What follows belongs to an exercise in optimizing a design on an open flow for small area and a short achievable clock period; a production flow would make more cautious choices.

Design FIRLPF, start of the top module:
module FIRLPF(
       input                     Clock,
       input                     Rst_n,
       input      signed  [31:0] InputData1,
       output     signed  [31:0] OutputData
);
For scale: ~2000 cells after synthesis, roughly 22000 sq um of cells after synthesis.
clock: 11.0 ns
lec_check: 0
cap_margin: 20
cell_pad_in_sites_detail_placement: 1
core_margin: 2
core_utilization: 30
cts_buf_list: sky130_fd_sc_hd__clkbuf_8
place_density: 0.5
slew_margin: 20
synth_hierarchical: 1
synth_minimum_keep_size: 0
standard.sh (not shown) runs the stock make flow with config.mk's settings and CLKGATE_MAP_FILE= SYNTH_SCRIPT=/design/flow/synth_recipe.tcl, a recipe that flattens the netlist after the stock synthesis.
==> flow/flow/run.sh <==
#!/bin/bash
# The standard layout (standard.sh) with two changes to how it is made:
# - the port buffers that global placement inserts use buf_2 instead of the
#   flow's default pick, a slow delay buffer;
# - after placement resizing (repair_design), cells that drive many loads
#   get a stronger drive strength of the same cell (post_resize.tcl);
#   detailed placement then legalizes them as usual.
# Everything else, including synthesis, is the standard flow's. The tools'
# full output goes to standard.log in the work folder (and to the ORFS logs
# under orfs/logs).
set -euo pipefail
here=$(cd "$(dirname "$0")" && pwd)
export BUFFER_PORTS_ARGS="-buffer_cell sky130_fd_sc_hd__buf_2"
export POST_RESIZE_TCL="$here/post_resize.tcl"
bash standard.sh > standard.log 2>&1
==> flow/flow/post_resize.tcl <==
# Sourced by ORFS after repair_design in the placement resizing step.
# Cells whose output drives more than 6 pins get the _4 drive strength of the
# same cell, more than 3 pins the _2 one, where the library has it (same
# function; flip-flops stay the same type of flip-flop).
set n_up 0
foreach inst [get_cells *] {
  set master [get_property $inst ref_name]
  if {![regexp {^(sky130_fd_sc_hd__[a-z0-9]+)_([0-9]+)$} $master -> base drive]} { continue }
  if {[string match "*clkbuf*" $base] || [string match "*dly*" $base] || [string match "*tap*" $base]} { continue }
  set fo 0
  foreach pin [get_pins -of_objects $inst -filter "direction == output"] {
    set net [get_nets -of_objects $pin]
    if {$net eq ""} { continue }
    incr fo [llength [get_pins -of_objects $net -filter "direction == input"]]
  }
  if {$fo > 6} { set want 4 } elseif {$fo > 3} { set want 2 } else { continue }
  if {$drive >= $want} { continue }
  if {[llength [get_lib_cells -quiet ${base}_$want]] == 0} { continue }
  replace_cell $inst ${base}_$want
  incr n_up
}
puts "post_resize.tcl: upsized $n_up cells"
The baseline produced a clean layout.
Next try:
Settings changed: CTS_BUF_LIST sky130_fd_sc_hd__clkbuf_8 to unset.
After rerunning:
- first-iteration DRC count does not change
- synthesized cell count stays the same
- routed wire length decreases by 0.53%
- worst hold slack gets better by 15 ps
- count of clock-buffer cells in the layout decreases by 23
No run of this note included a check of the RTL's function; only the layout flow was run.

---

FIRLPF, a different RTL version from the one above (not shown whole).
For scale: ~66 I/O pins, roughly 0.022 sq mm of cells after synthesis.
clock: 11.0 ns
lec_check: 0
cap_margin: 20
cell_pad_in_sites_detail_placement: 1
core_margin: 2
core_utilization: 30
place_density: 0.5
slew_margin: 20
synth_hierarchical: 1
synth_minimum_keep_size: 0
==> flow/flow/run.sh <==
#!/bin/bash
# The standard layout (standard.sh) with one change to how it is made:
# the port buffers that global placement inserts use buf_2 instead of the
# flow's default pick, a slow delay buffer. Everything else, including
# synthesis, is the standard flow's. The tools' full output goes to
# standard.log in the work folder (and to the ORFS logs under orfs/logs).
set -euo pipefail
export BUFFER_PORTS_ARGS="-buffer_cell sky130_fd_sc_hd__buf_2"
bash standard.sh > standard.log 2>&1
The baseline produced a clean layout.
Then changed:
==> flow/flow/run.sh (replaced) <==
#!/bin/bash
# The standard layout (standard.sh) with two changes to how it is made:
# - the port buffers that global placement inserts use buf_2 instead of the
#   flow's default pick, a slow delay buffer;
# - after placement resizing (repair_design), flip-flops that drive many
#   loads get their strongest drive strength of the same cell type
#   (post_resize.tcl); detailed placement then legalizes them as usual.
# Everything else, including synthesis, is the standard flow's. The tools'
# full output goes to standard.log in the work folder (and to the ORFS logs
# under orfs/logs).
set -euo pipefail
here=$(cd "$(dirname "$0")" && pwd)
export BUFFER_PORTS_ARGS="-buffer_cell sky130_fd_sc_hd__buf_2"
export POST_RESIZE_TCL="$here/post_resize.tcl"
bash standard.sh > standard.log 2>&1
==> flow/flow/post_resize.tcl (new file) <==
# Sourced by ORFS after repair_design in the placement resizing step.
# Upsize flip-flops whose output drives more than 6 pins to the _4 drive
# strength of the same cell (same function, same type of flip-flop).
set n_up 0
foreach inst [get_cells *] {
  set master [get_property $inst ref_name]
  if {![regexp {^(sky130_fd_sc_hd__(dfxtp|dfrtp|dfstp))_[12]$} $master -> base]} { continue }
  set fo 0
  foreach pin [get_pins -of_objects $inst -filter "direction == output"] {
    set net [get_nets -of_objects $pin]
    if {$net eq ""} { continue }
    incr fo [llength [get_pins -of_objects $net -filter "direction == input"]]
  }
  if {$fo > 6} {
    replace_cell $inst ${base}_4
    incr n_up
  }
}
puts "post_resize.tcl: upsized $n_up flip-flops"
Result:
- sequential cell count stays the same
- die area is unchanged
- global-route usage came out higher by 0.14 points
No functional check of the RTL was part of any run of this note.

-- port drivers added, routing unchanged --
Ports are ideal in the flow. The routed layouts listed here were re-timed in OpenROAD. Step 1, drivers: a clkbuf_16 drives Clock and a buf_2 each remaining input, both assumed. Step 2 times the ports against the registers' clock, not the clock port: input delays grow and output delays shrink by t, the midpoint of the rising clock arrivals with the driver on. Three values: ideal ports, drivers, drivers and shift; two values: the first two.
run	t, ns	setup slack, ns	worst register clock-pin slew, ns	worst slew at a driven data input, ns	pins driven straight from the clock port
the first run of note 1	0.696	7.484 / 7.432 / 7.751	0.07 / 0.07	0.05	1
the second run of note 1	0.637	7.559 / 7.499 / 7.753	0.07 / 0.07	0.05	1
the first run of note 2	0.641	7.445 / 7.381 / 7.488	0.07 / 0.07	0.05	1
the second run of note 2	0.642	7.496 / 7.455 / 7.496	0.07 / 0.07	0.04	1
After both steps every run listed still meets setup and hold.
